From an optimization exercise on the open Yosys and OpenROAD flow, aimed at small area, a short achievable clock period and few clock cycles per item; shortcuts taken in it are not production practice. No run shown here included a check of the RTL's function; only the layout flow was run.

$ cat design/flow/design.v
`timescale 1ns/10ps
module SVD (
    clk,
    rst,
    we,
    oe,
    data_i,
    element_sel,
    ready,
    data_o_UV,
    data_o_S
);
input                clk;
input                rst;
input                we;
input                oe;
input         [1:0]  element_sel;
input         [4:0]  data_i;
output reg           ready;
output        [7:0]  data_o_UV;
output        [6:0]  data_o_S;
localparam IDLE = 2'd0;
localparam BUSY = 2'd1;
localparam OUT  = 2'd2;
reg  [1:0] st;
reg  [4:0] cnt;       
reg  [1:0] q;         
reg        kodd;      
reg        nf0, nf1;  
reg  [4:0] lo;        
reg  signed [17:0] R0, R1, R2, R3;
reg  signed [10:0] A0, A1, A2, A3;
reg  signed [10:0] B0, B1, B2, B3;
wire [4:0] cn = (st == IDLE) ? 5'd0 : (cnt == 5'd31) ? 5'd31 : cnt + 5'd1;
wire [4:0] jn = cn - 5'd7;
reg        rot, c7, sg, sn1, uvg, u27, u29;
reg  [3:0] sh, shn;    
always @(posedge clk or negedge rst) begin
    if (!rst) begin
        rot <= 1'b0; c7 <= 1'b0; sg <= 1'b0; sn1 <= 1'b0; uvg <= 1'b0; u27 <= 1'b0; u29 <= 1'b0;
        sh <= 4'd0; shn <= 4'hf;
    end else begin
        rot <= (cn >= 5'd7) & (cn <= 5'd26);
        c7  <= (st != OUT) & (cn == 5'd7);
        sh  <= jn[4:1];
        shn <= ~jn[4:1];
        sg  <= (cn >= 5'd27) & (cn <= 5'd30);
        sn1 <= (cn == 5'd29) | (cn == 5'd30);
        uvg <= (cn >= 5'd26) & (cn <= 5'd29);
        u27 <= (cn == 5'd27);
        u29 <= (cn == 5'd29);
    end
end
reg  nz;
always @(*) begin
    case (q)
        2'd0: nz = |R2;
        2'd1: nz = |R3;
        2'd2: nz = |R1;
        default: nz = |R0;
    endcase
end
wire en   = rot & nz;
reg  sa;
function [17:0] addsub18;
    input [17:0] x;
    input [17:0] y;
    input        sub;
    reg   [18:0] t;
    begin
        t = {x, 1'b1} + {y ^ {18{sub}}, sub};
        addsub18 = t[18:1];
    end
endfunction
function [10:0] addsub11;
    input [10:0] x;
    input [10:0] y;
    input        sub;
    reg   [11:0] t;
    begin
        t = {x, 1'b1} + {y ^ {11{sub}}, sub};
        addsub11 = t[11:1];
    end
endfunction
function [17:0] shr18;
    input [17:0] x;
    input [3:0]  n;
    reg   [17:0] f;
    begin
        f = $signed(x) >>> n[1:0];
        shr18 = n[3] ? {{8{f[17]}}, f[17:8]} : n[2] ? {{4{f[17]}}, f[17:4]} : f;
    end
endfunction
function [10:0] shr11;
    input [10:0] x;
    input [3:0]  n;
    reg   [10:0] f;
    begin
        f = $signed(x) >>> n[1:0];
        shr11 = n[3] ? {{8{f[10]}}, f[10:8]} : n[2] ? {{4{f[10]}}, f[10:4]} : f;
    end
endfunction
wire [17:0] y0_s = shr18(R2, sh);
wire [17:0] y2_s = shr18(R0, sh);
wire [17:0] y1_s = shr18(R3, sh);
wire [17:0] y3_s = shr18(R1, sh);
wire [17:0] a3v = {{2{data_i[4]}}, data_i[3:0], lo, 7'd0};
wire [17:0] y1 = c7 ? a3v : y1_s;
wire [17:0] x3 = c7 ? a3v : R3;
wire [17:0] s0 = en ? addsub18(R0, y0_s, sa) : R0;
wire [17:0] s2 = en ? addsub18(R2, y2_s, ~sa) : R2;
wire [17:0] s1 = en ? addsub18(R1, y1, sa) : R1;
wire [17:0] s3 = en ? addsub18(x3, y3_s, ~sa) : x3;
wire [3:0]  shu = ~shn;
wire [10:0] z0 = shr11(A1, shu);
wire [10:0] z1 = shr11(A0, shu);
wire [10:0] z2 = shr11(A3, shu);
wire [10:0] z3 = shr11(A2, shu);
wire [1:0] qn = q + 2'd1;
wire dn = (qn[0] ^ qn[1]) ? (s0[17] ^ s1[17]) : (s2[17] ^ s3[17]);
always @(posedge clk) sa <= dn ^ qn[1];
wire [10:0] u0 = en ? addsub11(A0, z0, sa) : A0;
wire [10:0] u1 = en ? addsub11(A1, z1, ~sa) : A1;
wire [10:0] u2 = en ? addsub11(A2, z2, sa) : A2;
wire [10:0] u3 = en ? addsub11(A3, z3, ~sa) : A3;
function [17:0] gainS;
    input [17:0] x;
    input        neg;
    reg   [24:0] xs, a, b, c, k, s1, c1, s2, c2, t;
    begin
        xs = {{7{x[17]}}, x};
        a  = xs << 6;
        b  = ~(xs << 4);
        c  = ~xs;
        k  = neg ? 25'h1ffff82 : 25'h0000002;
        s1 = a ^ b ^ c;
        c1 = {(a[23:0] & b[23:0]) | (a[23:0] & c[23:0]) | (b[23:0] & c[23:0]), 1'b0};
        s2 = s1 ^ c1 ^ k;
        c2 = {(s1[23:0] & c1[23:0]) | (s1[23:0] & k[23:0]) | (c1[23:0] & k[23:0]), 1'b0};
        t  = s2 + c2;
        gainS = t[24:7] ^ {18{neg}};
    end
endfunction
function [10:0] gainUV;
    input [10:0] x;
    input        neg;
    reg   [19:0] xs;
    reg   [19:0] t;
    begin
        xs = {{9{x[10]}}, x};
        t = (xs << 8) + (xs << 6) - (xs << 4) + (xs << 2) + xs - {10'd0, neg, 9'd0};
        gainUV = t[19:9] ^ {11{neg}};
    end
endfunction
wire sgain  = sg;
wire uvgain = uvg;
wire uvn0   = (u27 & nf0) | (u29 & nf1);
always @(posedge clk or negedge rst) begin
    if (!rst) begin
        st    <= IDLE;
        cnt   <= 5'd0;
        q     <= 2'd0;
        ready <= 1'b1;
        kodd  <= 1'b0;
    end else begin
        q <= (st == IDLE) ? 2'd1 : q + 2'd1;
        case (st)
            IDLE: begin
                cnt <= 5'd0;
                if (we) st <= BUSY;
            end
            BUSY: begin
                if (cnt != 5'd31) cnt <= cnt + 5'd1;
                if (cnt == 5'd0) ready <= 1'b0;
                if (cnt == 5'd28) ready <= 1'b1;
                kodd <= 1'b1;
                if (oe && cnt >= 5'd30) st <= OUT;
            end
            OUT: begin
                if (cnt != 5'd31) cnt <= cnt + 5'd1;
                kodd <= ~kodd;
                if (!kodd && element_sel == 2'd3) st <= IDLE;
            end
            default: st <= IDLE;
        endcase
    end
end
wire load = (st == BUSY) & ~cnt[4] & ~cnt[3];
wire [17:0] ldv = {{2{data_i[4]}}, data_i[3:0], lo, 7'd0};
wire ldR2 = load & (cnt[2:0] == 3'd1);
wire ldR3 = load & cnt[0] & (cnt[2] ^ cnt[1]);
wire ldI  = load & (cnt[2:0] == 3'd6);
always @(posedge clk) begin
    if (load & ~cnt[0]) lo <= data_i;
    if (uvg & ~u27 & ~u29 & ~sg) begin
        nf0 <= s2[17];
        nf1 <= s1[17];
    end
    R0 <= s2;
    R1 <= sgain ? gainS(R0, sn1 ? nf1 : nf0) : s0;
    R2 <= ldR2 ? ldv : s3;
    R3 <= ldR3 ? ldv : s1;
    if (ldI) begin
        A0 <= 11'd512; A1 <= 11'd0; A2 <= 11'd0; A3 <= 11'd512;
        B0 <= 11'd512; B1 <= 11'd0; B2 <= 11'd0; B3 <= 11'd512;
    end else begin
        A0 <= uvgain ? gainUV(B0, uvn0) : B0;
        A1 <= B1;
        A2 <= uvgain ? gainUV(B2, uvn0) : B2;
        A3 <= B3;
        B0 <= u1; B1 <= u0; B2 <= u3; B3 <= u2;
    end
end
wire bkB = kodd ? q[0] : ~q[0];
wire swp = kodd ? (q[0] ^ q[1]) : q[1];
wire [1:0] qs0 = q;
wire [1:0] qs1 = q + 2'd1;
wire [1:0] qs2 = q + 2'd3;
wire [1:0] qs3 = q + 2'd2;
wire [1:0] us0 = {bkB, swp};
wire [1:0] us1 = {bkB, ~swp};
wire [1:0] us2 = {~bkB, swp};
wire [1:0] us3 = {~bkB, ~swp};
wire outen = (st == OUT);
wire [6:0] H0 = {7{outen}} & (kodd ? R0[10:4] : R0[17:11]);
wire [6:0] H1 = {7{outen}} & (kodd ? R1[10:4] : R1[17:11]);
wire [6:0] H2 = {7{outen}} & (kodd ? R2[10:4] : R2[17:11]);
wire [6:0] H3 = {7{outen}} & (kodd ? R3[10:4] : R3[17:11]);
function [6:0] hp;
    input [1:0] p;
    input [6:0] h0, h1, h2, h3;
    case (p)
        2'd0: hp = h0;
        2'd1: hp = h1;
        2'd2: hp = h3;
        default: hp = h2;
    endcase
endfunction
wire [6:0] BS0 = hp(qs0, H0, H1, H2, H3);
wire [6:0] BS1 = hp(qs1, H0, H1, H2, H3);
wire [6:0] BS2 = hp(qs2, H0, H1, H2, H3);
wire [6:0] BS3 = hp(qs3, H0, H1, H2, H3);
function [7:0] uvb;
    input [1:0]  sel;
    input        en;
    input [10:0] v0, v1, v2, v3;
    reg   [10:0] v;
    begin
        case (sel)
            2'd0: v = v0;
            2'd1: v = v1;
            2'd2: v = v2;
            default: v = v3;
        endcase
        uvb = {8{en}} & v[10:3];
    end
endfunction
wire [7:0] BU0 = uvb(us0, outen, A0, A1, B0, B1);
wire [7:0] BU1 = uvb(us1, outen, A0, A1, B0, B1);
wire [7:0] BU2 = uvb(us2, outen, B2, B3, A2, A3);
wire [7:0] BU3 = uvb(us3, outen, B2, B3, A2, A3);
SVD_omux omux (
    .sel(element_sel),
    .s0(BS0), .s1(BS1), .s2(BS2), .s3(BS3),
    .u0(BU0), .u1(BU1), .u2(BU2), .u3(BU3),
    .os(data_o_S), .ou(data_o_UV)
);
endmodule
module SVD_omux (
    input      [1:0] sel,
    input      [6:0] s0, s1, s2, s3,
    input      [7:0] u0, u1, u2, u3,
    output reg [6:0] os,
    output reg [7:0] ou
);
always @(*) begin
    case (sel)
        2'd0: begin os = s0; ou = u0; end
        2'd1: begin os = s1; ou = u1; end
        2'd2: begin os = s2; ou = u2; end
        default: begin os = s3; ou = u3; end
    endcase
end
endmodule
$ cat design/flow/run.sh
#!/bin/bash
# synth_recipe.tcl (not shown) runs the flow's synth.tcl, then flattens the netlist and writes it again
# the make line also repeats each setting of config.mk as NAME=value (left out here)
make -C /OpenROAD-flow-scripts/flow DESIGN_CONFIG=/design/flow/config.mk WORK_HOME=/design/flow/orfs CLKGATE_MAP_FILE= SYNTH_SCRIPT=/design/flow/synth_recipe.tcl finish
$ cat design/flow/config.mk
export PLATFORM = sky130hd
export DESIGN_NAME = SVD
export DESIGN_NICKNAME = SVD
export VERILOG_FILES = /design/flow/design.v
export SDC_FILE = /design/flow/constraint.sdc
export NUM_CORES = 4
export LEC_CHECK = 0
export CAP_MARGIN = 20
export CORE_MARGIN = 2
export CORE_UTILIZATION = 40
export SETUP_SLACK_MARGIN = 3.2
export SLEW_MARGIN = 20
export SYNTH_HIERARCHICAL = 1
$ cat design/flow/constraint.sdc
create_clock -name core_clock -period 8.0 [get_ports {clk}]
set_input_delay 1.6000 -clock core_clock [delete_from_list [all_inputs] [get_ports {clk}]]
set_output_delay 1.6000 -clock core_clock [all_outputs]
set_load 0.01 [all_outputs]
==> impl_metrics.toml, run 1 <==
[status]
status = "timing/DRC/antenna clean"

[final_layout]
nets = 3311
syn_to_final_growth_pct = 9.93
layout-drive-gt1-share = 0.105
final_cells = 3774
nFillCells = 6009

[detailed_routing]
dr_wl_met3_mm = 5.61
drt_first_pass_iters = 7
drt-met1-wl_mm = 35.2
met2_length_mm = 34.4
ant_nets = 0
wl_per_cell_um = 20.6
vias = 22300
routed_wl_mm = 77.7
drc = 0
via_per_inst = 5.90
drtIter0Drc = 2166
routed.top_layer = "met5"

[synth]
ys_ff_latch = 194
post-synth-top-count-cell = "a21oi_1"
synth_cells = 3030
synth_ff_type = "dfxtp_1"
synth_common_cells = "278 x a21oi_1, 272 x nand2_1, 267 x nor2_1"
syn_area_mm2 = 0.0248
synthArstFlopShare = 0.134
synth_cell_type_count = 77
yosys-top-cells-area = "dfxtp_1 13%, ha_1 13%, xnor2_1 8.9%"
yosysTopAreaCell = "dfxtp_1"
syn_nets = 3370
ys_warn_count = 8
synth_edf_count = 7
syn_avg_cell_area_um2 = 8.18
seq_area_frac_synth = 0.165
synth.top_cell.area_share = 0.130

[critical_path]
end_kind = "primary output"
cp.required_ns = 6.40
cp_top_family = "buffers and inverters"
cp_num_buf_inv = 4
cp_max_fo = 16
critPathKind = "register to primary output"
crit_arrival_ns = 3.24
slowest_delay_ns = 0.50
cp_slowest_cell = "dfrtp_4"
rr_worst_depth = 19
path_cells = "buf_6, xnor2_4, buf_12, buf_16, mux2i_1, nand2_1, and3_1, mux4_2, clkdlybuf4s50_1"
cp.depth = 9
startpoint_type = "register"

[place]
portBuffers = 26
place.gp.congestion = 0.937
dp_hpwl_mm = 54.7
dpl.cell_count = 3694

[global_route]
gr-total-overflow = 0
grt_pass1_vias = 21700
grt_pass1_wl_mm = 122
grt_max_degree = 206
antenna_found_initial = 4
grt_use_total = 0.241

[sta]
min_period_ns = 4.84
period_share = 0.605
rsz0062_at_grt = "yes"
skew_ns = 0.0134
max_freq_mhz = 207
worst_slew_pin_slew_ns = 0.913
slew_headroom = 0.391
finalHoldViolCount = 0
setup_violations = 0
setup-tns-final_ns = 0
slew_viol_final = 0

[cts]
ctsHtreeMaxLevel = 4
clkLatencyLatePin_ns = 0.51
clk_path_buf_depth = 2
cts-root-buf = "clkbuf_16"
cts_tree = "yes"
cts_hold_buf = 0
numClockSinks = 194
clkSlewWorstSetupHoldPaths_ns = 0.08
cts_buffers = 17

[floorplanning]
num_rows = 91
die_w_um = 253
io_pins = 27
dieArea_mm2 = 0.0639
initial_utilization = 0.403
design.core.area_mm2 = 0.0615
fp.dieH_um = 253

[flow_run]
cap_violations = 0

[hold_path]
hp-class = "register to register"
worstHoldPathCells = 1
[per-module statistics from Yosys (local to each module, per instance)]
module	cells	copies in the design	flops+latches
SVD	3012	1	194
SVD_omux	18	1	0
[repair_timing]
action,CTS,global route
resized for setup,73,103
gates cloned,6,2
pin swaps,2,9
endpoints found under the setup margin,51,46
buffers inserted,25,15
[through the flow]
| step | area, µm² | hold WS [ns] | utilization | setup slack, ns |
|---|---|---|---|---|
| 5_1_grt | 27200 | 0.440 | 0.443 | 3.08 |
| 3_3_place_gp | 25500 | 0.410 | 0.415 | 2.54 |
| 3_5_place_dp | 25600 | 0.410 | 0.416 | 2.54 |
| 4_1_cts | 26800 | 0.428 | 0.435 | 3.17 |
| 2_1_floorplan | 24800 | 0.406 | - | 3.17 |
| 6_report | 27200 | 0.429 | 0.443 | 3.16 |
[state kept, by name, summed over array words and instances (netlist names), 18 cells and up]
name and cells:
R2 18, R1 18, R3 18, R0 18
[logic make-up (layout without fill, tap and decap cells)]
| logic type | after synthesis | count (layout) | synth area share |
|---|---|---|---|
| adder cells (fa/ha/maj) | 329 | 329 | 0.190 |
| AO/OA/AOI/OAI | 713 | 717 | 0.178 |
| XOR/XNOR | 303 | 303 | 0.107 |
| multiplexers | 294 | 294 | 0.149 |
| flip-flops | 194 | 194 | 0.165 |
| AND/OR/NAND/NOR | 831 | 831 | 0.153 |
| buffers and inverters | 366 | 315 | 0.0575 |
| other | 0 | 1 | 0 |
[routing by layer]
layer	global-route usage	vias up
li1	-	10500
met1	0.333	10700
met2	0.380	871
met3	0.0377	158
met4	0.0883	2
met5	0	-
[placed cells by master, fill, tap and decap left out, types with 16 or more instances in the layout]
cell type and n:
ha_1 245, a21oi_2 16, o21ai_1 18, inv_1 187, and2_1 34, a211oi_1 38
nor3_1 40, mux2_2 41, a21o_1 49, nand3_1 38, and3_1 54, nor2b_1 48
a222oi_1 28, o21ai_0 153, mux2i_2 26, buf_4 41, nand2_1 271, nand2b_1 18
clkbuf_16 19, a21oi_1 262, clkdlybuf4s50_1 16, fa_1 79, nor2_1 264, xnor2_1 251
xor2_1 50, mux4_2 49, mux2i_1 169, o21bai_1 28, dfxtp_1 154
[layout make-up]
| type | instances | area (µm²) | area share |
|---|---|---|---|
| well taps | 790 | 988 | 0.0363 |
| clock buffers | 21 | 470 | 0.0173 |
| flip-flops and latches | 194 | 4130 | 0.151 |
| inverters | 193 | 753 | 0.0277 |
| multi-input cells | 2474 | 19700 | 0.724 |
| repair buffers | 91 | 1070 | 0.0394 |
| diodes | 1 | 2.50 | 0.0000919 |
| clock inverters | 10 | 92.6 | 0.00340 |
[final timing paths]
path,start,endpoint,slack [ns]
setup / recovery,kodd,data_o_UV[3],3.16
hold / removal,B3[0],A3[0],0.43
setup reg to reg,sh[1],R0[16],3.37
hold reg to reg,B3[0],A3[0],0.43
max in group asynchronous,rst,shn[3],6.23
min in group asynchronous,rst,st[0],1.46
==> run 2, diff against run 1 <==
--- a/design/flow/design.v
+++ b/design/flow/design.v
@@ -52,11 +52,16 @@
     end
 end
+wire zr0, zr1, zr2, zr3;
+SVD_zero18 zd0 (.a(R0), .z(zr0));
+SVD_zero18 zd1 (.a(R1), .z(zr1));
+SVD_zero18 zd2 (.a(R2), .z(zr2));
+SVD_zero18 zd3 (.a(R3), .z(zr3));
 reg  nz;
 always @(*) begin
     case (q)
-        2'd0: nz = |R2;
-        2'd1: nz = |R3;
-        2'd2: nz = |R1;
-        default: nz = |R0;
+        2'd0: nz = ~zr2;
+        2'd1: nz = ~zr3;
+        2'd2: nz = ~zr1;
+        default: nz = ~zr0;
     endcase
 end
@@ -108,8 +113,8 @@
 wire [17:0] y1 = c7 ? a3v : y1_s;
 wire [17:0] x3 = c7 ? a3v : R3;
-wire [17:0] s0 = en ? addsub18(R0, y0_s, sa) : R0;
-wire [17:0] s2 = en ? addsub18(R2, y2_s, ~sa) : R2;
-wire [17:0] s1 = en ? addsub18(R1, y1, sa) : R1;
-wire [17:0] s3 = en ? addsub18(x3, y3_s, ~sa) : x3;
+wire [17:0] s0 = addsub18(R0, y0_s & {18{en}}, sa);
+wire [17:0] s2 = addsub18(R2, y2_s & {18{en}}, ~sa);
+wire [17:0] s1 = addsub18(R1, y1 & {18{en}}, sa);
+wire [17:0] s3 = addsub18(x3, y3_s & {18{en}}, ~sa);
 wire [3:0]  shu = ~shn;
 wire [10:0] z0 = shr11(A1, shu);
@@ -120,8 +125,8 @@
 wire dn = (qn[0] ^ qn[1]) ? (s0[17] ^ s1[17]) : (s2[17] ^ s3[17]);
 always @(posedge clk) sa <= dn ^ qn[1];
-wire [10:0] u0 = en ? addsub11(A0, z0, sa) : A0;
-wire [10:0] u1 = en ? addsub11(A1, z1, ~sa) : A1;
-wire [10:0] u2 = en ? addsub11(A2, z2, sa) : A2;
-wire [10:0] u3 = en ? addsub11(A3, z3, ~sa) : A3;
+wire [10:0] u0 = addsub11(A0, z0 & {11{en}}, sa);
+wire [10:0] u1 = addsub11(A1, z1 & {11{en}}, ~sa);
+wire [10:0] u2 = addsub11(A2, z2 & {11{en}}, sa);
+wire [10:0] u3 = addsub11(A3, z3 & {11{en}}, ~sa);
 function [17:0] gainS;
     input [17:0] x;
@@ -283,2 +288,8 @@
 end
 endmodule
+module SVD_zero18 (
+    input  [17:0] a,
+    output        z
+);
+assign z = ~|a;
+endmodule
==> impl_metrics.toml, run 2 <==
[synth]
syn_avg_cell_area_um2 = 8.34
synth_top_family_by_area = "adder cells"
synth-compound-area-share = 0.163
synthArstFlopShare = 0.134
synth_cell_type_count = 82
ys_warn_count = 8
syn_nets = 3220
muxShareOfSynthArea = 0.144
synth_ff_type = "dfxtp_1"
yosys-top-cells-area = "dfxtp_1 13%, ha_1 13%, xnor2_1 7.5%"
post-synth-top-count-cell = "nand2_1"
synth_edf_count = 7
synth-simple-area-share = 0.156
synth_common_cells = "277 x nand2_1, 250 x ha_1, 226 x nor2_1"
yosysTopAreaCell = "dfxtp_1"
synth-adder-area-share = 0.196
synthXorXnorAreaFrac = 0.112
syn_area_mm2 = 0.0240
seq_area_frac_synth = 0.170
synth.top_cell.area_share = 0.134
ys_ff_latch = 194
synth_cells = 2880

[critical_path]
crit_arrival_ns = 5.37
startpoint_type = "register"
r2r_start = "R3[4]"
cp_max_fo = 6
critPathKind = "register to register"
cp.required_ns = 8.40
startpoint = "R3[4]"
end_kind = "register"

[final_layout]
layout_commonest_cell = "nand2_1"
nFillCells = 5813
mostFrequentLayoutCells = "277 x nand2_1, 244 x ha_1, 223 x nor2_1"
antenna_cells = 0
layout-drive-gt1-share = 0.147
nets = 3212
syn_to_final_growth_pct = 12.0

[detailed_routing]
vias = 21300
drc = 0
ant_nets = 0
drtIter0Drc = 1915
wl_per_cell_um = 20.3
via_per_inst = 5.82
routed_wl_mm = 74.4
drt_first_pass_iters = 8

[hold_path]
min_from = "B1[0]"
hp-class = "register to register"

[sta]
min_period_ns = 4.97
finalHoldViolCount = 0
period_share = 0.621
skew_ns = 0.0148
worst_slew_pin_slew_ns = 1.13
slew_headroom = 0.237
slew_viol_final = 0
max_freq_mhz = 201
rsz0062_at_grt = "yes"
setup_violations = 0
setup-tns-final_ns = 0

[cts]
cts_buffers = 17
cts_hold_buf = 0
cts-root-buf = "clkbuf_16"
cts_tree = "yes"
clk_path_buf_depth = 2
clkLatencyLatePin_ns = 0.51
ctsHtreeMaxLevel = 4
clkSlewWorstSetupHoldPaths_ns = 0.08
numClockSinks = 194

[global_route]
top_usage_layer = "met2"
grtUsageMet3 = 0.0352
gr-usage-met1 = 0.313
gr-total-overflow = 0
grt_max_degree = 64
grt_use_total = 0.234
antenna_found_initial = 2
grt_pass1_vias = 20400
met2_usage = 0.372
grt_pass1_wl_mm = 115

[floorplanning]
fp.dieH_um = 249
initial_utilization = 0.406
io_pins = 27
dieArea_mm2 = 0.0620
design.core.area_mm2 = 0.0592
die_w_um = 249
num_rows = 89

[status]
status = "timing/DRC/antenna clean"

[place]
portBuffers = 26
place.gp.congestion = 0.945
dp_hpwl_mm = 53.9

[flow_run]
cap_violations = 0
run 2: changes by cell type after synthesis, sizes merged, moves of 7 or more:
cell,previous run,this run
o21ai,176,166
a21o,49,42
buf,50,39
o211ai,9,28
and3,55,43
mux2,41,53
mux2i,199,160
nor2,267,226
a21oi,278,187
xnor2,252,205
nor3,40,53
xor2,51,102
run 2: path summary, 6_finish.rpt:
kind | to | slack [ns] | cells past startpoint
setup / recovery | sa | 3.03 | 22
hold / removal | A1[0] | 0.43 | 1
setup reg to reg | sa | 3.03 | 22
hold reg to reg | A1[0] | 0.43 | 1
max in group asynchronous | shn[2] | 6.24 | 2
min in group asynchronous | cnt[4] | 1.46 | 2
run 2: timing repair:
action                     CTS  global route
cloned                       4             1
setup buffers               32            45
setup endpoints to repair   65            46
pin swaps                   21            79
gates resized for setup    121           133
run 2: per-stage QoR:
step	hold slack (ns)	area [µm²]	util	worst slack (ns)	cells
after global routing	0.457	26900	0.454	2.90	3658
final	0.431	26900	0.454	3.03	3658
after global placement	0.410	24800	0.419	2.20	3544
after floorplan	0.406	24000	-	3.14	2880
after CTS	0.435	26100	0.441	3.11	3612
after detailed placement	0.414	24800	0.419	2.04	3544
run 2: logic make-up after synthesis:
kind of cell | after synthesis
multiplexers | 268
flip-flops | 194
buffers and inverters | 355
XOR/XNOR | 307
adder cells (fa/ha/maj) | 329
AND/OR/NAND/NOR | 807
AO/OA/AOI/OAI | 620
run 2: routing by layer:
layer,vias to the layer above,routed length (µm)
met5,-,0
met4,0,2960
met3,141,4600
met2,732,33800
met1,10300,33000
li1,10100,-
run 2: worst max-delay path, stage by stage (launching register included):
cell	delay [ns]
dfxtp_4	0.36
or4_4	0.54
nor4_4	0.32
nor2b_2	0.11
o41ai_4	0.38
buf_4	0.20
buf_12	0.12
buf_12	0.10
buf_12	0.12
nor2_1	0.06
xnor2_1	0.12
ha_1	0.34
a21o_1	0.19
a21oi_2	0.15
nor2_1	0.07
a21oi_2	0.14
a31oi_2	0.13
a221o_1	0.40
a21o_1	0.24
a311oi_4	0.37
xnor2_1	0.16
mux2i_1	0.10
xnor2_1	0.13
run 2: Yosys stat by module (local to each module, per instance):
module,flip-flops and latches,cells inside,copies in the design,cell area (µm²)
SVD,194,2838,1,23500
SVD_omux,0,18,1,393
SVD_zero18,0,6,4,43.8
run 2: final cells by class:
type | instances | area (µm²) | area share
well taps | 773 | 967 | 0.0359
clock buffers | 18 | 429 | 0.0159
inverters | 196 | 743 | 0.0276
flip-flops and latches | 194 | 4160 | 0.155
clock inverters | 14 | 144 | 0.00535
repair buffers | 132 | 1310 | 0.0488
multi-input cells | 2331 | 19200 | 0.712
==> run 3, diff against run 2 <==
--- a/design/flow/design.v
+++ b/design/flow/design.v
@@ -113,8 +113,9 @@
 wire [17:0] y1 = c7 ? a3v : y1_s;
 wire [17:0] x3 = c7 ? a3v : R3;
-wire [17:0] s0 = addsub18(R0, y0_s & {18{en}}, sa);
-wire [17:0] s2 = addsub18(R2, y2_s & {18{en}}, ~sa);
-wire [17:0] s1 = addsub18(R1, y1 & {18{en}}, sa);
-wire [17:0] s3 = addsub18(x3, y3_s & {18{en}}, ~sa);
+wire [17:0] s0, s1, s2, s3;
+SVD_as18 as0 (.x(R0), .y(y0_s & {18{en}}), .sub(sa),  .s(s0));
+SVD_as18 as2 (.x(R2), .y(y2_s & {18{en}}), .sub(~sa), .s(s2));
+SVD_as18 as1 (.x(R1), .y(y1 & {18{en}}),   .sub(sa),  .s(s1));
+SVD_as18 as3 (.x(x3), .y(y3_s & {18{en}}), .sub(~sa), .s(s3));
 wire [3:0]  shu = ~shn;
 wire [10:0] z0 = shr11(A1, shu);
@@ -125,8 +126,9 @@
 wire dn = (qn[0] ^ qn[1]) ? (s0[17] ^ s1[17]) : (s2[17] ^ s3[17]);
 always @(posedge clk) sa <= dn ^ qn[1];
-wire [10:0] u0 = addsub11(A0, z0 & {11{en}}, sa);
-wire [10:0] u1 = addsub11(A1, z1 & {11{en}}, ~sa);
-wire [10:0] u2 = addsub11(A2, z2 & {11{en}}, sa);
-wire [10:0] u3 = addsub11(A3, z3 & {11{en}}, ~sa);
+wire [10:0] u0, u1, u2, u3;
+SVD_as11 au0 (.x(A0), .y(z0 & {11{en}}), .sub(sa),  .s(u0));
+SVD_as11 au1 (.x(A1), .y(z1 & {11{en}}), .sub(~sa), .s(u1));
+SVD_as11 au2 (.x(A2), .y(z2 & {11{en}}), .sub(sa),  .s(u2));
+SVD_as11 au3 (.x(A3), .y(z3 & {11{en}}), .sub(~sa), .s(u3));
 function [17:0] gainS;
     input [17:0] x;
@@ -294,2 +296,20 @@
 assign z = ~|a;
 endmodule
+module SVD_as18 (
+    input  [17:0] x,
+    input  [17:0] y,
+    input         sub,
+    output [17:0] s
+);
+wire [18:0] t = {x, 1'b1} + {y ^ {18{sub}}, sub};
+assign s = t[18:1];
+endmodule
+module SVD_as11 (
+    input  [10:0] x,
+    input  [10:0] y,
+    input         sub,
+    output [10:0] s
+);
+wire [11:0] t = {x, 1'b1} + {y ^ {11{sub}}, sub};
+assign s = t[11:1];
+endmodule
--- a/design/flow/config.mk
+++ b/design/flow/config.mk
@@ -9,5 +9,5 @@
 export CORE_MARGIN = 2
 export CORE_UTILIZATION = 40
-export SETUP_SLACK_MARGIN = 3.2
+export SETUP_SLACK_MARGIN = 3.5
 export SLEW_MARGIN = 20
 export SYNTH_HIERARCHICAL = 1
==> impl_metrics.toml, run 3 <==
[detailed_routing]
drc = 0
via_per_inst = 5.79
wl_per_cell_um = 19.9
drtIter0Drc = 2092
ant_nets = 0
vias = 22600
routed_wl_mm = 77.9
drt_first_pass_iters = 10

[synth]
ys_ff_latch = 194
synthArstFlopShare = 0.134
synth_common_cells = "286 x a21oi_1, 259 x nand2_1, 246 x ha_1"
synth-adder-area-share = 0.181
syn_area_mm2 = 0.0258
ys_warn_count = 8
synth_cells = 3072
synthXorXnorAreaFrac = 0.110
seq_area_frac_synth = 0.159
syn_avg_cell_area_um2 = 8.39
synth_ff_type = "dfxtp_1"
synth_top_family_by_area = "compound AO/OA/AOI/OAI gates"
post-synth-top-count-cell = "a21oi_1"
muxShareOfSynthArea = 0.128
synth_cell_type_count = 85
syn_nets = 3408
yosys-top-cells-area = "dfxtp_1 13%, ha_1 12%, fa_1 6.1%"
synth.top_cell.area_share = 0.125
synth_edf_count = 7
yosysTopAreaCell = "dfxtp_1"
synth-compound-area-share = 0.210
synth-simple-area-share = 0.154

[critical_path]
slowest_delay_ns = 0.53
cp_slowest_cell = "mux4_2"
path_cells = "buf_12, buf_12, buf_12, xnor2_4, buf_6, buf_6, mux2i_4, nand2_1, and3_1, mux4_2, buf_6"
cp.required_ns = 6.40
end_kind = "primary output"
critPathKind = "register to primary output"
crit_arrival_ns = 2.94
startpoint_type = "register"
cp_max_fo = 8

[sta]
setup_violations = 0
slew_headroom = 0.312
rsz0062_at_grt = "yes"
setup-tns-final_ns = 0
slew_viol_final = 0
finalWorstSetupSlack_ns = 3.46
whs_ns = 0.429
skew_ns = 0.0163
period_share = 0.568
finalHoldViolCount = 0
max_freq_mhz = 220
worst_slew_pin_slew_ns = 1.03
min_period_ns = 4.54

[cts]
ctsHtreeMaxLevel = 4
cts_hold_buf = 0
cts-root-buf = "clkbuf_16"
cts_buffers = 17
clkSlewWorstSetupHoldPaths_ns = 0.07
clk_path_buf_depth = 2
clkLatencyLatePin_ns = 0.50
cts_tree = "yes"
numClockSinks = 194

[place]
dp_hpwl_mm = 56.1
place.gp.congestion = 0.895
portBuffers = 26
dp_worst_setup_slack_ns = 2.27

[final_layout]
syn_to_final_growth_pct = 12.9
layout_commonest_cell = "a21oi_1"
utilization = 0.454
layout-drive-gt1-share = 0.169
nets = 3377
mostFrequentLayoutCells = "266 x a21oi_1, 257 x nand2_1, 222 x ha_1"
antenna_cells = 0

[floorplanning]
dieArea_mm2 = 0.0665
num_rows = 93
design.core.area_mm2 = 0.0641
die_w_um = 258
fp.dieH_um = 258
initial_utilization = 0.402
io_pins = 27

[global_route]
grt_pass1_vias = 21300
grt_pass1_wl_mm = 121
gr-total-overflow = 0
grt_max_degree = 86
antenna_found_initial = 0
grt_use_total = 0.229

[flow_run]
cap_violations = 0

[status]
status = "timing/DRC/antenna clean"

[hold_path]
hp-class = "register to register"
-- run 3: changes by cell type in the layout (fill, tap and decap cells not counted), sizes merged, moves of 19 or more --
cell	previous run	this run
o21a	14	34
o21ai	166	136
nand4	5	24
xnor2	205	144
o21bai	26	7
and2	36	77
mux2	53	72
a21oi	187	292
xor2	102	180
nor2	226	195
-- run 3: area by class of cell --
cell class | count | area (µm²)
Multi-Input combinational cell | 2510 | 21200
Timing Repair inverter | 1 | 5.00
Clock inverter | 9 | 71.3
Clock buffer | 23 | 468
Inverter | 192 | 744
Timing Repair Buffer | 125 | 1420
Fill cell | 6236 | 35000
Tap cell | 855 | 1070
Sequential cell | 194 | 4170
-- run 3: metrics by stage --
| step | cell area (µm²) | instances |
|---|---|---|
| after floorplan | 25800 | 3072 |
| after global placement | 26500 | 3800 |
| after detailed placement | 26600 | 3801 |
| after CTS | 28300 | 3879 |
| after global routing | 29100 | 3909 |
| final | 29100 | 3909 |
-- run 3: worst paths after layout --
check | start | endpoint | slack (ns) | cells past startpoint
worst max-delay path | kodd | data_o_UV[0] | 3.46 | 11
worst min-delay path | B3[0] | A3[0] | 0.43 | 1
worst max register to register | sh[0] | sa | 3.56 | 17
worst min register to register | B3[0] | A3[0] | 0.43 | 1
max in group asynchronous | rst | shn[2] | 6.24 | 2
min in group asynchronous | rst | st[0] | 1.47 | 2
-- run 3: logic make-up after synthesis --
| logic type | count (synthesis) |
|---|---|
| buf+inv | 370 |
| flops | 194 |
| simple gates | 809 |
| compound gates | 784 |
| mux | 267 |
| fa+ha+maj | 325 |
| xor+xnor | 323 |
-- run 3: routing by layer --
| layer | up-vias | GRT usage | wire [µm] |
|---|---|---|---|
| met5 | - | 0 | 0 |
| met4 | 0 | 0.0925 | 2790 |
| met3 | 136 | 0.0407 | 4930 |
| met2 | 724 | 0.347 | 33800 |
| met1 | 10900 | 0.321 | 36400 |
| li1 | 10900 | - | - |
-- run 3: timing repair --
item,in CTS,in global routing
buffers inserted,38,26
gates cloned,8,4
pin swaps,28,55
gates resized for setup,202,145
endpoints found under the setup margin,120,72
-- run 3: worst max-delay path: cells and delay by family, from the launching register on --
| kind | cells | cell delay [ns] |
|---|---|---|
| xor+xnor | 1 | 0.17 |
| buf+inv | 6 | 0.85 |
| flops | 1 | 0.43 |
| mux | 2 | 0.76 |
| simple gates | 2 | 0.24 |
-- run 3: Yosys stat by module, one instance, submodules excluded --
module | cells | flops+latches
SVD | 2146 | 194
SVD_as18 | 146 | 0
SVD_zero18 | 6 | 0
SVD_as11 | 75 | 0
SVD_omux | 18 | 0
==> run 4, diff against run 3 <==
--- a/design/flow/design.v
+++ b/design/flow/design.v
@@ -219,14 +219,19 @@
     end
 end
-wire bkB = kodd ? q[0] : ~q[0];
-wire swp = kodd ? (q[0] ^ q[1]) : q[1];
-wire [1:0] qs0 = q;
-wire [1:0] qs1 = q + 2'd1;
-wire [1:0] qs2 = q + 2'd3;
-wire [1:0] qs3 = q + 2'd2;
-wire [1:0] us0 = {bkB, swp};
-wire [1:0] us1 = {bkB, ~swp};
-wire [1:0] us2 = {~bkB, swp};
-wire [1:0] us3 = {~bkB, ~swp};
+wire [1:0] qx = (st == IDLE) ? 2'd1 : q + 2'd1;
+wire       kn = (st == BUSY) ? 1'b1 : (st == OUT) ? ~kodd : kodd;
+wire bkn = kn ? qx[0] : ~qx[0];
+wire swn = kn ? (qx[0] ^ qx[1]) : qx[1];
+reg [1:0] qs0, qs1, qs2, qs3, us0, us1, us2, us3;
+always @(posedge clk) begin
+    qs0 <= qx;
+    qs1 <= qx + 2'd1;
+    qs2 <= qx + 2'd3;
+    qs3 <= qx + 2'd2;
+    us0 <= {bkn, swn};
+    us1 <= {bkn, ~swn};
+    us2 <= {~bkn, swn};
+    us3 <= {~bkn, ~swn};
+end
 wire outen = (st == OUT);
 wire [6:0] H0 = {7{outen}} & (kodd ? R0[10:4] : R0[17:11]);
--- a/design/flow/config.mk
+++ b/design/flow/config.mk
@@ -9,5 +9,5 @@
 export CORE_MARGIN = 2
 export CORE_UTILIZATION = 40
-export SETUP_SLACK_MARGIN = 3.5
+export SETUP_SLACK_MARGIN = 3.3
 export SLEW_MARGIN = 20
 export SYNTH_HIERARCHICAL = 1
==> impl_metrics.toml, run 4 <==
[final_layout]
nets = 3277
nFillCells = 6405
multi_input_comb_area_mm2 = 0.0209
layout_commonest_cell = "ha_1"
syn_to_final_growth_pct = 9.21
seqCellArea_mm2 = 0.00432
mostFrequentLayoutCells = "238 x ha_1, 232 x a21oi_1, 214 x nand2_1"
layout-drive-gt1-share = 0.130
final_cells = 3823
utilization = 0.440

[place]
dp_hpwl_mm = 59.0
place.gp.congestion = 0.942
dpl.cell_count = 3754
portBuffers = 26

[cts]
numClockSinks = 204
ctsHtreeMaxLevel = 1
cts_buffers = 24
cts-root-buf = "clkbuf_16"
clkSlewWorstSetupHoldPaths_ns = 0.06
clk_path_buf_depth = 3
clkLatencyLatePin_ns = 0.56
cts_tree = "yes"

[detailed_routing]
vias = 22100
via_per_inst = 5.78
drt_first_pass_iters = 6
ant_nets = 0
drtIter0Drc = 1949
drc = 0
routed_wl_mm = 79.6
wl_per_cell_um = 20.8

[critical_path]
path_cells = "or4_4, nor4_4, nand2b_1, o221ai_1, o211ai_1, buf_4, buf_6, nor2_1, xor2_1, ha_1, nand4_1, o221ai_4, a31oi_4, o211a_1, nor3_2, xor2_2, nand2_1, a21oi_1, a31oi_1"
end_kind = "register"
cp_max_fo = 21
cp_slowest_cell = "or4_4"
crit_arrival_ns = 5.06
startpoint_type = "register"
cp.required_ns = 8.42
critPathKind = "register to register"
slowest_delay_ns = 0.57

[synth]
synth_cell_type_count = 95
synth.top_cell.area_share = 0.130
synth_cells = 3010
synth_common_cells = "247 x ha_1, 235 x a21oi_1, 215 x nand2_1"
synthArstFlopShare = 0.127
yosys-top-cells-area = "dfxtp_1 13%, ha_1 12%, mux4_2 7.0%"
post-synth-top-count-cell = "ha_1"
syn_nets = 3347
ys_warn_count = 8
seq_area_frac_synth = 0.163
syn_area_mm2 = 0.0264
yosysTopAreaCell = "dfxtp_1"
ys_ff_latch = 204
syn_avg_cell_area_um2 = 8.76
synth_ff_type = "dfxtp_1"
synth_edf_count = 7

[hold_path]
hp-class = "register to register"

[sta]
period_share = 0.580
skew_ns = 0.0311
slew_viol_final = 0
worst_slew_pin_slew_ns = 1.08
setup-tns-final_ns = 0
min_period_ns = 4.64
rsz0062_at_grt = "yes"
slew_headroom = 0.282
max_freq_mhz = 215
finalHoldViolCount = 0
setup_violations = 0

[global_route]
grt_max_degree = 87
grt_use_total = 0.227
grt_pass1_wl_mm = 122
gr-total-overflow = 0
antenna_found_initial = 0
grt_pass1_vias = 20800

[floorplanning]
num_rows = 94
dieArea_mm2 = 0.0680
io_pins = 27
design.core.area_mm2 = 0.0655
die_w_um = 261
fp.dieH_um = 261
initial_utilization = 0.403

[flow_run]
cap_violations = 0

[status]
status = "timing/DRC/antenna clean"
[run 4: timing repair]
item / in CTS / in global routing
cloned: 4 / 2
hold buffers: 0 / 0
pin swaps: 2 / 7
gates resized for setup: 75 / 55
setup buffers: 5 / 13
setup endpoints to repair: 46 / 48
[run 4: cell type report]
type | count | share of cell area
multi-input cells | 2441 | 0.727
flip-flops and latches | 204 | 0.150
well taps | 864 | 0.0375
repair buffers | 71 | 0.0297
inverters | 198 | 0.0261
clock buffers | 35 | 0.0258
clock inverters | 9 | 0.00413
diodes | 1 | 0.0000869
[run 4: per-stage QoR]
step	hold slack, ns	setup WS [ns]	cell area [µm²]
after floorplan	0.406	3.42	26400
after global placement	0.408	2.63	27100
after detailed placement	0.412	2.62	27100
after CTS	0.426	3.17	28400
after global routing	0.430	3.21	28800
final	0.426	3.36	28800
[run 4: logic make-up (layout without fill, tap and decap cells)]
family	Yosys count	count (layout)	share of synthesized area
other cells	0	1	0
flops	204	204	0.163
xor+xnor	311	311	0.103
simple gates	780	780	0.147
compound gates	735	735	0.197
buf+inv	365	313	0.0569
fa+ha+maj	326	326	0.177
mux	289	289	0.156
[run 4: critical path, delay by kind of cell (launching register included)]
family / cells / cell delay, ns
AO/OA/AOI/OAI: 7 / 1.24
XOR/XNOR: 2 / 0.35
adder cells (fa/ha/maj): 1 / 0.41
buffers and inverters: 2 / 0.42
flip-flops: 1 / 0.37
AND/OR/NAND/NOR: 7 / 1.69
[run 4: modules after synthesis (local to each module, per instance)]
module,area (µm²),cells inside
SVD,18800,2084
SVD_as18,1130,146
SVD_as11,629,75
SVD_omux,393,18
SVD_zero18,43.8,6
[run 4: path summary, 6_finish.rpt]
| path | from | slack [ns] | end | cells after the start |
|---|---|---|---|---|
| max in group asynchronous | rst | 6.23 | sh[0] | 2 |
| min | B1[2] | 0.43 | A1[2] | 1 |
| min reg2reg | B1[2] | 0.43 | A1[2] | 1 |
| max reg2reg | R1[5] | 3.36 | sa | 19 |
| max | R1[5] | 3.36 | sa | 19 |
| min in group asynchronous | rst | 1.44 | st[0] | 2 |
[run 4: per-layer routing]
| layer | global-route usage | wire, µm | vias to the layer above |
|---|---|---|---|
| met5 | 0 | 0 | - |
| li1 | - | - | 10600 |
| met2 | 0.349 | 35000 | 753 |
| met1 | 0.313 | 35800 | 10600 |
| met3 | 0.0497 | 5990 | 144 |
| met4 | 0.0760 | 2780 | 0 |
==> run 5, diff against run 4 <==
--- a/design/flow/design.v
+++ b/design/flow/design.v
@@ -52,19 +52,6 @@
     end
 end
-wire zr0, zr1, zr2, zr3;
-SVD_zero18 zd0 (.a(R0), .z(zr0));
-SVD_zero18 zd1 (.a(R1), .z(zr1));
-SVD_zero18 zd2 (.a(R2), .z(zr2));
-SVD_zero18 zd3 (.a(R3), .z(zr3));
-reg  nz;
-always @(*) begin
-    case (q)
-        2'd0: nz = ~zr2;
-        2'd1: nz = ~zr3;
-        2'd2: nz = ~zr1;
-        default: nz = ~zr0;
-    endcase
-end
-wire en   = rot & nz;
+reg  zf;
+wire en   = rot & ~zf;
 reg  sa;
 function [17:0] addsub18;
@@ -111,40 +98,47 @@
 wire [17:0] y3_s = shr18(R1, sh);
 wire [17:0] a3v = {{2{data_i[4]}}, data_i[3:0], lo, 7'd0};
-wire [17:0] y1 = c7 ? a3v : y1_s;
+wire [17:0] y0 = y0_s & {18{en}};
+wire [17:0] y1 = (c7 ? a3v : y1_s) & {18{en}};
+wire [17:0] y2 = y2_s & {18{en}};
+wire [17:0] y3 = y3_s & {18{en}};
 wire [17:0] x3 = c7 ? a3v : R3;
-wire [17:0] s0, s1, s2, s3;
-SVD_as18 as0 (.x(R0), .y(y0_s & {18{en}}), .sub(sa),  .s(s0));
-SVD_as18 as2 (.x(R2), .y(y2_s & {18{en}}), .sub(~sa), .s(s2));
-SVD_as18 as1 (.x(R1), .y(y1 & {18{en}}),   .sub(sa),  .s(s1));
-SVD_as18 as3 (.x(x3), .y(y3_s & {18{en}}), .sub(~sa), .s(s3));
+wire [17:0] s0 = addsub18(R0, y0, sa);
+wire [17:0] s2 = addsub18(R2, y2, ~sa);
+wire [17:0] s1 = addsub18(R1, y1, sa);
+wire [17:0] s3 = addsub18(x3, y3, ~sa);
 wire [3:0]  shu = ~shn;
-wire [10:0] z0 = shr11(A1, shu);
-wire [10:0] z1 = shr11(A0, shu);
-wire [10:0] z2 = shr11(A3, shu);
-wire [10:0] z3 = shr11(A2, shu);
+wire [10:0] z0 = shr11(A1, shu) & {11{en}};
+wire [10:0] z1 = shr11(A0, shu) & {11{en}};
+wire [10:0] z2 = shr11(A3, shu) & {11{en}};
+wire [10:0] z3 = shr11(A2, shu) & {11{en}};
 wire [1:0] qn = q + 2'd1;
 wire dn = (qn[0] ^ qn[1]) ? (s0[17] ^ s1[17]) : (s2[17] ^ s3[17]);
 always @(posedge clk) sa <= dn ^ qn[1];
-wire [10:0] u0, u1, u2, u3;
-SVD_as11 au0 (.x(A0), .y(z0 & {11{en}}), .sub(sa),  .s(u0));
-SVD_as11 au1 (.x(A1), .y(z1 & {11{en}}), .sub(~sa), .s(u1));
-SVD_as11 au2 (.x(A2), .y(z2 & {11{en}}), .sub(sa),  .s(u2));
-SVD_as11 au3 (.x(A3), .y(z3 & {11{en}}), .sub(~sa), .s(u3));
+wire zs0, zs1, zs2, zs3;
+SVD_zero18 zd0 (.a(s0), .z(zs0));
+SVD_zero18 zd1 (.a(s1), .z(zs1));
+SVD_zero18 zd2 (.a(s2), .z(zs2));
+SVD_zero18 zd3 (.a(s3), .z(zs3));
+always @(posedge clk) begin
+    case (qn)
+        2'd0: zf <= zs3;
+        2'd1: zf <= zs1;
+        2'd2: zf <= zs0;
+        default: zf <= zs2;
+    endcase
+end
+wire [10:0] u0 = addsub11(A0, z0, sa);
+wire [10:0] u1 = addsub11(A1, z1, ~sa);
+wire [10:0] u2 = addsub11(A2, z2, sa);
+wire [10:0] u3 = addsub11(A3, z3, ~sa);
 function [17:0] gainS;
     input [17:0] x;
     input        neg;
-    reg   [24:0] xs, a, b, c, k, s1, c1, s2, c2, t;
+    reg   [26:0] xs;
+    reg   [26:0] t;
     begin
-        xs = {{7{x[17]}}, x};
-        a  = xs << 6;
-        b  = ~(xs << 4);
-        c  = ~xs;
-        k  = neg ? 25'h1ffff82 : 25'h0000002;
-        s1 = a ^ b ^ c;
-        c1 = {(a[23:0] & b[23:0]) | (a[23:0] & c[23:0]) | (b[23:0] & c[23:0]), 1'b0};
-        s2 = s1 ^ c1 ^ k;
-        c2 = {(s1[23:0] & c1[23:0]) | (s1[23:0] & k[23:0]) | (c1[23:0] & k[23:0]), 1'b0};
-        t  = s2 + c2;
-        gainS = t[24:7] ^ {18{neg}};
+        xs = {{9{x[17]}}, x};
+        t = (xs << 8) - (xs << 6) - (xs << 2) - {17'd0, neg, 9'd0};
+        gainS = t[26:9] ^ {18{neg}};
     end
 endfunction
@@ -219,19 +213,14 @@
     end
 end
-wire [1:0] qx = (st == IDLE) ? 2'd1 : q + 2'd1;
-wire       kn = (st == BUSY) ? 1'b1 : (st == OUT) ? ~kodd : kodd;
-wire bkn = kn ? qx[0] : ~qx[0];
-wire swn = kn ? (qx[0] ^ qx[1]) : qx[1];
-reg [1:0] qs0, qs1, qs2, qs3, us0, us1, us2, us3;
-always @(posedge clk) begin
-    qs0 <= qx;
-    qs1 <= qx + 2'd1;
-    qs2 <= qx + 2'd3;
-    qs3 <= qx + 2'd2;
-    us0 <= {bkn, swn};
-    us1 <= {bkn, ~swn};
-    us2 <= {~bkn, swn};
-    us3 <= {~bkn, ~swn};
-end
+wire bkB = kodd ? q[0] : ~q[0];
+wire swp = kodd ? (q[0] ^ q[1]) : q[1];
+wire [1:0] qs0 = q;
+wire [1:0] qs1 = q + 2'd1;
+wire [1:0] qs2 = q + 2'd3;
+wire [1:0] qs3 = q + 2'd2;
+wire [1:0] us0 = {bkB, swp};
+wire [1:0] us1 = {bkB, ~swp};
+wire [1:0] us2 = {~bkB, swp};
+wire [1:0] us3 = {~bkB, ~swp};
 wire outen = (st == OUT);
 wire [6:0] H0 = {7{outen}} & (kodd ? R0[10:4] : R0[17:11]);
@@ -301,20 +290,2 @@
 assign z = ~|a;
 endmodule
-module SVD_as18 (
-    input  [17:0] x,
-    input  [17:0] y,
-    input         sub,
-    output [17:0] s
-);
-wire [18:0] t = {x, 1'b1} + {y ^ {18{sub}}, sub};
-assign s = t[18:1];
-endmodule
-module SVD_as11 (
-    input  [10:0] x,
-    input  [10:0] y,
-    input         sub,
-    output [10:0] s
-);
-wire [11:0] t = {x, 1'b1} + {y ^ {11{sub}}, sub};
-assign s = t[11:1];
-endmodule
==> impl_metrics.toml, run 5 <==
[detailed_routing]
vias = 21700
drt_first_pass_iters = 9
drt-met1-wl_mm = 34.3
dr_wl_met3_mm = 5.33
met2_length_mm = 34.6
ant_nets = 0
drc = 0
wl_per_cell_um = 20.6
drtIter0Drc = 2307
routed.top_layer = "met5"
via_per_inst = 5.86
routed_wl_mm = 76.4

[synth]
seq_area_frac_synth = 0.168
synth_cell_type_count = 86
syn_area_mm2 = 0.0245
ys_ff_latch = 195
synth_ff_type = "dfxtp_1"
synth_edf_count = 7
syn_avg_cell_area_um2 = 8.31
yosys-top-cells-area = "dfxtp_1 13%, ha_1 13%, xnor2_1 8.7%"
synth.top_cell.area_share = 0.133
syn_nets = 3275
synth_common_cells = "302 x nand2_1, 258 x ha_1, 244 x xnor2_1"
post-synth-top-count-cell = "nand2_1"
synthArstFlopShare = 0.133
yosysTopAreaCell = "dfxtp_1"
ys_warn_count = 8
synth_cells = 2942

[cts]
cts_tree = "yes"
cts-root-buf = "clkbuf_16"
cts_buffers = 17
clk_path_buf_depth = 2
clkLatencyLatePin_ns = 0.48
ctsHtreeMaxLevel = 4
numClockSinks = 195
clkSlewWorstSetupHoldPaths_ns = 0.08

[floorplanning]
design.core.area_mm2 = 0.0604
num_rows = 90
fp.dieH_um = 251
io_pins = 27
dieArea_mm2 = 0.0631
die_w_um = 251
initial_utilization = 0.405

[final_layout]
antenna_cells = 0
nFillCells = 5751
utilization = 0.454
mostFrequentLayoutCells = "301 x nand2_1, 253 x ha_1, 241 x xnor2_1"
syn_to_final_growth_pct = 12.0
seqCellArea_mm2 = 0.00414
final_cells = 3710
layout_commonest_cell = "nand2_1"
nets = 3248
multi_input_comb_area_mm2 = 0.0195
layout-drive-gt1-share = 0.129

[critical_path]
cp_num_buf_inv = 1
end_kind = "register"
cp_max_fo = 11
path_cells = "buf_12, mux2_2, mux2i_2, a211oi_1, o21ai_1, xnor2_1, ha_1, a21o_1, a21oi_1, o21ai_0, a31o_2, a21o_1, and2_4, o31a_1, o41ai_4, o21ai_2, xor2_1, nor4_1, nand3_1, nor4_4, a222oi_1, mux2i_1"
cp_common_cell = "a21o_1"
critPathKind = "register to register"
startpoint_type = "register"
crit_arrival_ns = 5.58
slowest_delay_ns = 0.57
cp_slowest_cell = "dfrtp_4"
cp.required_ns = 8.41
rr_worst_depth = 22
cp.depth = 22
cp_top_family = "compound AO/OA/AOI/OAI gates"

[global_route]
antenna_found_initial = 2
grt_use_total = 0.235
grt_pass1_wl_mm = 117
gr-total-overflow = 0
grt_max_degree = 71
grt_pass1_vias = 20800

[flow_run]
cap_violations = 0

[sta]
setup_violations = 0
skew_ns = 0.0175
finalWorstSetupSlack_ns = 2.83
worst_slew_pin_slew_ns = 0.896
min_period_ns = 5.17
setup-tns-final_ns = 0
rsz0062_at_grt = "yes"
slew_headroom = 0.401
finalHoldViolCount = 0
max_freq_mhz = 193
period_share = 0.646
whs_ns = 0.430
slew_viol_final = 0

[hold_path]
hp-class = "register to register"
worstHoldPathCells = 1

[place]
portBuffers = 26
dpl.cell_count = 3612
dp_hpwl_mm = 55.0
dp_worst_setup_slack_ns = 1.86
place.gp.congestion = 0.930

[status]
status = "timing/DRC/antenna clean"
[run 5: final cells by class]
type | count | share of cell area
Multi-Input combinational cell | 2360 | 0.712
Sequential cell | 195 | 0.151
Timing Repair Buffer | 110 | 0.0464
Tap cell | 782 | 0.0357
Inverter | 231 | 0.0322
Clock buffer | 18 | 0.0157
Clock inverter | 14 | 0.00699
[run 5: cells by family (layout without fill, tap and decap cells)]
logic type | Yosys count | in the layout | share of synthesized area
buf+inv | 392 | 373 | 0.0632
flops | 195 | 195 | 0.168
fa+ha+maj | 322 | 322 | 0.184
simple gates | 781 | 781 | 0.150
mux | 298 | 298 | 0.157
xor+xnor | 305 | 305 | 0.110
compound gates | 649 | 654 | 0.167
[run 5: worst paths after layout]
kind | to | from | slack, ns
min reg2reg | A1[0] | B1[0] | 0.43
min in group asynchronous | cnt[4] | rst | 1.51
max | zf | sh[1] | 2.83
min | A1[0] | B1[0] | 0.43
max in group asynchronous | sh[0] | rst | 6.15
max reg2reg | zf | sh[1] | 2.83
[run 5: worst register-to-register path, stage by stage (launching register included)]
cell	delay, ns
dfrtp_4	0.57
buf_12	0.19
mux2_2	0.26
mux2i_2	0.08
a211oi_1	0.30
o21ai_1	0.12
xnor2_1	0.15
ha_1	0.37
a21o_1	0.17
a21oi_1	0.15
o21ai_0	0.14
a31o_2	0.27
a21o_1	0.17
and2_4	0.16
o31a_1	0.29
o41ai_4	0.39
o21ai_2	0.09
xor2_1	0.16
nor4_1	0.28
nand3_1	0.21
nor4_4	0.28
a222oi_1	0.17
mux2i_1	0.15
[run 5: stage by stage]
step | area, µm²
finish | 27400
global route | 27400
CTS | 26800
detailed placement | 25200
global placement | 25200
floorplan | 24500
[run 5: metal layers]
layer | global-route usage | vias to the layer above
li1 | - | 10300
met1 | 0.321 | 10500
met2 | 0.378 | 823
met3 | 0.0343 | 124
met4 | 0.0825 | 2
met5 | 0 | -
[run 5: per-module statistics from Yosys, one instance, submodules excluded]
module	copies in the design	cell area [µm²]	cells inside
SVD	1	23900	2900
SVD_omux	1	393	18
SVD_zero18	4	43.8	6
[run 5: timing repair]
| item | CTS | global route |
|---|---|---|
| hold buffers | 0 | 0 |
| buffers inserted | 31 | 23 |
| pin swaps | 15 | 31 |
| setup endpoints to repair | 49 | 28 |
| resized for setup | 124 | 88 |
| gates cloned | 9 | 3 |

static timing again, ports no longer ideal:
The results above use ideal ports. As a check the final layouts listed here were re-extracted and re-timed, cells and wires unchanged. Step 1 (the two cells are an assumption about what drives the block):
set clk [get_ports {clk}]
set_driving_cell -lib_cell sky130_fd_sc_hd__clkbuf_16 $clk
set_driving_cell -lib_cell sky130_fd_sc_hd__buf_2 [delete_from_list [all_inputs] $clk]
Step 2 moves the port delays by t, midway between the first and last clock arrival at a register: inputs arrive t later, outputs are due t later. That takes back most of the time a late clock gives input paths. Slacks: ideal / step 1 / step 2; pairs: ideal / step 1.
| run | t, ns | setup slack, ns | clock arrival spread, ns | worst data-port slew with drivers (ns) |
|---|---|---|---|---|
| run 1 | 0.566 | 3.158 / 3.100 / 3.262 | 0.013 / 0.013 | 0.03 |
| run 2 | 0.560 | 3.029 / 3.029 / 3.029 | 0.015 / 0.015 | 0.04 |
| run 3 | 0.548 | 3.456 / 3.398 / 3.359 | 0.017 / 0.017 | 0.03 |
| run 4 | 0.601 | 3.359 / 3.308 / 3.322 | 0.031 / 0.031 | 0.04 |
| run 5 | 0.528 | 2.829 / 2.829 / 2.829 | 0.018 / 0.019 | 0.09 |
After both steps every run listed still meets setup and hold. The setup slack of run 3, which loses most, moves by -0.058 ns with the drivers and by -0.097 ns with both steps.
